Background: an optimization exercise with open tools, aiming at small area. Do not read the settings as production practice.
Only simulation tests tie the RTL to the original design; equivalence was not proved. The clock port is modelled as an ideal driver; clocking choices that lean on that would not hold on a real chip.

== rev 12 ==
## polar_costas
module polar_costas (
  input aclk,
  input aresetn,
  input signed [15:0] s_axis_i_tdata,
  input               s_axis_i_tvalid,
  output              s_axis_i_tready,
  input signed [15:0] s_axis_q_tdata,
  input               s_axis_q_tvalid,
  output              s_axis_q_tready,
  output signed [15:0] m_axis_i_sync_tdata,
  output               m_axis_i_sync_tvalid,
  input                m_axis_i_sync_tready,
  output signed [15:0] m_axis_q_sync_tdata,
  output               m_axis_q_sync_tvalid,
  input                m_axis_q_sync_tready
);
For scale: roughly 5900 cells after synthesis, about 2500 flip-flops, roughly 74 I/O pins, roughly 100000 um^2 of cells after synthesis.
Settings: LEC_CHECK=0, ABC_AREA=1, CAP_MARGIN=20, CORE_MARGIN=2, CORE_UTILIZATION=55, SLEW_MARGIN=20; clock period 10.0 ns.
standard.sh (not shown) runs the stock make flow with config.mk's settings and CLKGATE_MAP_FILE= SYNTH_SCRIPT=/design/flow/synth_recipe.tcl, a recipe that flattens the netlist after the stock synthesis.
==> flow/flow/run.sh <==
#!/bin/bash
# Own flow: the standard ORFS layout (standard.sh) with these changes.
#  1. Synthesis runs synth_recipe.tcl with one more option on yosys synth,
#     -noabc, which drops the quick ABC pass inside synth's fine stage, so that
#     extract_fa sees the design's adder trees as written; and the final ABC
#     mapping uses flow/abc_area.script (area-oriented mapping with &nf)
#     in place of ORFS's abc_area.script. Everything else (-nofsm -noshare,
#     the ORFS synthesis script, dfflibmap, flattening and renaming) is
#     unchanged, so the registers are those of the standard synthesis.
#  2. Clock-tree synthesis uses larger sink clusters, no dummy loads and no
#     non-default routing rule on the clock nets.
#  3. Every input and output port still gets its buffer (buffer_ports), of the
#     smallest buffer cell; the resizer sizes it up where timing needs it.
set -euo pipefail
W=$PWD
sed 's/yosys synth -nofsm -noshare {\*}\$args/yosys synth -nofsm -noshare -noabc {*}$args/' synth_recipe.tcl > synth_own.tmp
grep -q -- '-noabc' synth_own.tmp
{
  head -n 1 synth_own.tmp
  cat <<EOF
proc abc {args} {
  set i [lsearch \$args -script]
  if {\$i >= 0} { lset args [expr {\$i + 1}] $W/flow/abc_area.script }
  yosys abc {*}\$args
}
EOF
  tail -n +2 synth_own.tmp
} > synth_own.tcl
sed "s#SYNTH_SCRIPT=[^ ]*#SYNTH_SCRIPT=$W/synth_own.tcl#" standard.sh > standard_own.sh
grep -q 'synth_own.tcl' standard_own.sh
export CTS_ARGS="-sink_clustering_enable -repair_clock_nets -dont_use_dummy_load -apply_ndr none -sink_clustering_size 33 -sink_clustering_max_diameter 100"
export BUFFER_PORTS_ARGS="-buffer_cell sky130_fd_sc_hd__buf_1"
bash standard_own.sh > standard.log 2>&1
==> flow/flow/abc_area.script <==
strash
&get -n
&fraig -x
&put
scorr
dc2
strash
&get -n
&dch -f
&nf -R 1000
&put
topo
stime -c
Rev 12 finished every step from synthesis to the final layout, and the layout passed the timing, DRC and antenna checks.
For rev 13, these inputs were changed with respect to rev 12:
--- a/flow/flow/run.sh
+++ b/flow/flow/run.sh
@@ -30,3 +30,3 @@
 grep -q 'synth_own.tcl' standard_own.sh
-export CTS_ARGS="-sink_clustering_enable -repair_clock_nets -dont_use_dummy_load -apply_ndr none -sink_clustering_size 33 -sink_clustering_max_diameter 100"
+export CTS_ARGS="-sink_clustering_enable -repair_clock_nets -dont_use_dummy_load -apply_ndr none -sink_clustering_size 30 -sink_clustering_max_diameter 100"
 export BUFFER_PORTS_ARGS="-buffer_cell sky130_fd_sc_hd__buf_1"
Results
Summary of rev 13 over rev 12: final cell area excluding filler cells held; transition time of the tightest slew-check pin went down 0.14 ns; number of antenna violations at the first check in global routing went up 2; fraction of standard cell area in multi-input logic held.
Setup WNS rev 12 -> rev 13: better


Setup of build 29:
polar_costas, a different RTL version from the one above (not shown whole).
Size in the first run: ~7000 cells after synthesis, about 2500 flip-flops, about 110000 µm² of cells after synthesis.
clock: 10.0 ns
lec_check: 0
abc_area: 1
cap_margin: 20
core_margin: 2
core_utilization: 40
cts_cluster_diameter: 70
cts_cluster_size: 34
slew_margin: 20
run.sh (not shown) runs the stock make flow with config.mk's settings and CLKGATE_MAP_FILE= SYNTH_SCRIPT=/design/flow/synth_recipe.tcl, a recipe that flattens the netlist after the stock synthesis.
Stock flow here: none of the scripts above is used.
Layout checks on build 29: not met. Flow itself completed; violations: DRC.
What build 16 does differently from build 29 at the input level:
==> flow/flow/run.sh (new file) <==
#!/bin/bash
# Own flow: the standard ORFS layout (standard.sh) with two changes.
#  1. Synthesis runs synth_recipe.tcl with one more option on yosys synth,
#     -noabc, which drops the quick ABC pass inside synth's fine stage, so that
#     extract_fa sees the design's adder trees as written. Everything else
#     (-nofsm -noshare, the ORFS synthesis script, flattening and renaming) is
#     unchanged.
#  2. Clock-tree synthesis uses larger sink clusters, no dummy loads and no
#     non-default routing rule on the clock nets.
set -euo pipefail
sed 's/yosys synth -nofsm -noshare {\*}\$args/yosys synth -nofsm -noshare -noabc {*}$args/' synth_recipe.tcl > synth_noabc.tcl
grep -q -- '-noabc' synth_noabc.tcl
sed "s#SYNTH_SCRIPT=[^ ]*#SYNTH_SCRIPT=$PWD/synth_noabc.tcl#" standard.sh > standard_noabc.sh
grep -q 'synth_noabc.tcl' standard_noabc.sh
export CTS_ARGS="-sink_clustering_enable -repair_clock_nets -dont_use_dummy_load -apply_ndr none -sink_clustering_size 30 -sink_clustering_max_diameter 100"
bash standard_noabc.sh > standard.log 2>&1
==> flow/standard.sh (new file) <==
#!/bin/bash
# synth_recipe.tcl (not shown) runs the flow's synth.tcl, then flattens the netlist and writes it again
# the make line also repeats each setting of config.mk as NAME=value (left out here)
make -C /OpenROAD-flow-scripts/flow DESIGN_CONFIG=/design/flow/config.mk WORK_HOME=/design/flow/orfs CLKGATE_MAP_FILE= SYNTH_SCRIPT=/design/flow/synth_recipe.tcl "${@:-finish}"
diff --git a/flow/config.mk b/flow/config.mk
--- a/flow/config.mk
+++ b/flow/config.mk
@@ -10,5 +10,3 @@
 export CORE_MARGIN = 2
 export CORE_UTILIZATION = 40
-export CTS_CLUSTER_DIAMETER = 70
-export CTS_CLUSTER_SIZE = 34
 export SLEW_MARGIN = 20
removed: flow/run.sh
Notes after the runs:
Taking build 29 as the reference, in build 16 via count lost 603; layout multi-input combinational cell count lost 31. The weighted congestion reported at the end of routability-driven placement of build 16 falls short of that of build 29 by 1.6%. Total wire length after detailed routing down 0.62% in build 16 wrt build 29. Layout overhead on the synthesized area was lower in the run labelled build 16. Build 16 completed every stage of the flow, and the final layout passed the timing, DRC and antenna checks. | worst path required time | build 16 vs build 29 | 0.06 ns lower |. Final cycle utilization of the critical path was higher in build 16 than in build 29.
For build 40, these inputs were changed with respect to build 16:
==> flow/run.sh (new file) <==
#!/bin/bash
# synth_recipe.tcl (not shown) runs the flow's synth.tcl, then flattens the netlist and writes it again
# the make line also repeats each setting of config.mk as NAME=value (left out here)
make -C /OpenROAD-flow-scripts/flow DESIGN_CONFIG=/design/flow/config.mk WORK_HOME=/design/flow/orfs CLKGATE_MAP_FILE= SYNTH_SCRIPT=/design/flow/synth_recipe.tcl finish
diff --git a/flow/config.mk b/flow/config.mk
--- a/flow/config.mk
+++ b/flow/config.mk
@@ -10,3 +10,5 @@
 export CORE_MARGIN = 2
 export CORE_UTILIZATION = 40
+export CTS_CLUSTER_DIAMETER = 100
+export CTS_CLUSTER_SIZE = 30
 export SLEW_MARGIN = 20
removed: flow/flow/run.sh
removed: flow/standard.sh
### Flow results
Against build 16, build 40 reports a total met3 wirelength after detailed routing that is lower. Diff build 16 -> build 40 | achievable clock frequency | increase of 0.0026 GHz. Build 40: adder-cell share of the synthesized area is 0.40 points lower than what build 16 reported. Build 40 vs. build 16: number of placed instances, taps included went up by 200. In build 40 the implementation completed, yet the final layout does not meet the checks, the culprit being DRC. Compared with build 16, in build 40 pin count of the biggest net entering global routing higher; count of clock-buffer cells in the layout higher; global-route track usage on met2 shows an increase of 0.45 points. Sequential share of layout area down 0.64 points in build 40 wrt build 16.
Setup changes, build 40 to build 5
==> flow/flow/run.sh (new file) <==
#!/bin/bash
# Own flow: the standard ORFS layout (standard.sh) with these changes.
#  1. Synthesis runs synth_recipe.tcl with one more option on yosys synth,
#     -noabc, which drops the quick ABC pass inside synth's fine stage, so that
#     extract_fa sees the design's adder trees as written; and the final ABC
#     mapping uses flow/abc_area.script (area-oriented mapping with &nf)
#     in place of ORFS's abc_area.script. Everything else (-nofsm -noshare,
#     the ORFS synthesis script, dfflibmap, flattening and renaming) is
#     unchanged, so the registers are those of the standard synthesis.
#  2. Clock-tree synthesis uses larger sink clusters, no dummy loads and no
#     non-default routing rule on the clock nets.
#  3. Every input and output port still gets its buffer (buffer_ports), of the
#     smallest buffer cell; the resizer sizes it up where timing needs it.
set -euo pipefail
W=$PWD
sed 's/yosys synth -nofsm -noshare {\*}\$args/yosys synth -nofsm -noshare -noabc {*}$args/' synth_recipe.tcl > synth_own.tmp
grep -q -- '-noabc' synth_own.tmp
{
  head -n 1 synth_own.tmp
  cat <<EOF
proc abc {args} {
  set i [lsearch \$args -script]
  if {\$i >= 0} { lset args [expr {\$i + 1}] $W/flow/abc_area.script }
  yosys abc {*}\$args
}
EOF
  tail -n +2 synth_own.tmp
} > synth_own.tcl
sed "s#SYNTH_SCRIPT=[^ ]*#SYNTH_SCRIPT=$W/synth_own.tcl#" standard.sh > standard_own.sh
grep -q 'synth_own.tcl' standard_own.sh
export CTS_ARGS="-sink_clustering_enable -repair_clock_nets -dont_use_dummy_load -apply_ndr none -sink_clustering_size 30 -sink_clustering_max_diameter 100"
export BUFFER_PORTS_ARGS="-buffer_cell sky130_fd_sc_hd__buf_1"
bash standard_own.sh > standard.log 2>&1
==> flow/flow/abc_area.script (new file) <==
strash
&get -n
&fraig -x
&put
scorr
dc2
strash
&get -n
&dch -f
&nf -R 1000
&put
topo
stime -c
==> flow/standard.sh (new file) <==
#!/bin/bash
# synth_recipe.tcl (not shown) runs the flow's synth.tcl, then flattens the netlist and writes it again
# the make line also repeats each setting of config.mk as NAME=value (left out here)
make -C /OpenROAD-flow-scripts/flow DESIGN_CONFIG=/design/flow/config.mk WORK_HOME=/design/flow/orfs CLKGATE_MAP_FILE= SYNTH_SCRIPT=/design/flow/synth_recipe.tcl "${@:-finish}"
diff --git a/flow/config.mk b/flow/config.mk
--- a/flow/config.mk
+++ b/flow/config.mk
@@ -9,6 +9,4 @@
 export CAP_MARGIN = 20
 export CORE_MARGIN = 2
-export CORE_UTILIZATION = 40
-export CTS_CLUSTER_DIAMETER = 100
-export CTS_CLUSTER_SIZE = 30
+export CORE_UTILIZATION = 55
 export SLEW_MARGIN = 20
removed: flow/run.sh
Build 5: all stages complete, timing, DRC and antenna checks passed. [compare] base=build 40 new=build 5: post-route cell area dropped 3.6%, post-route clock period utilization climbed 10 points, sequential cell count barely changed. On global-route usage over all layers: between build 40 and build 5, it ends up higher for build 5. Between build 40 and build 5, the HPWL after detailed placement is higher for build 40.

static timing again, ports no longer ideal:
In the flow no input, the clock included, has a driving cell. The finished layouts below were timed again as built, in two steps.
Step 1 assumes that a clkbuf_16 drives the clock port and a buf_2 every other input.
Step 2 moves the port delays by t, midway between the first and last clock arrival at a register: inputs arrive t later, outputs are due t later. That takes back most of the time a late clock gives input paths.
a / b / c = ideal / step 1 / step 2; a / b = the first two.
run	t (ns)	slack for setup (ns)	clock arrival spread, ns	slew at the worst register clock pin (ns)
rev 12	0.798	1.159 / 1.159 / 1.159	0.161 / 0.161	0.12 / 0.12
rev 13	0.803	1.222 / 1.222 / 1.222	0.169 / 0.169	0.12 / 0.12
build 29	0.872	2.220 / 2.220 / 2.220	0.076 / 0.076	0.12 / 0.12
build 16	0.823	2.110 / 2.110 / 2.110	0.144 / 0.145	0.11 / 0.11
build 40	0.858	2.270 / 2.270 / 2.270	0.124 / 0.125	0.12 / 0.12
build 5	0.811	1.265 / 1.265 / 1.265	0.132 / 0.132	0.12 / 0.12
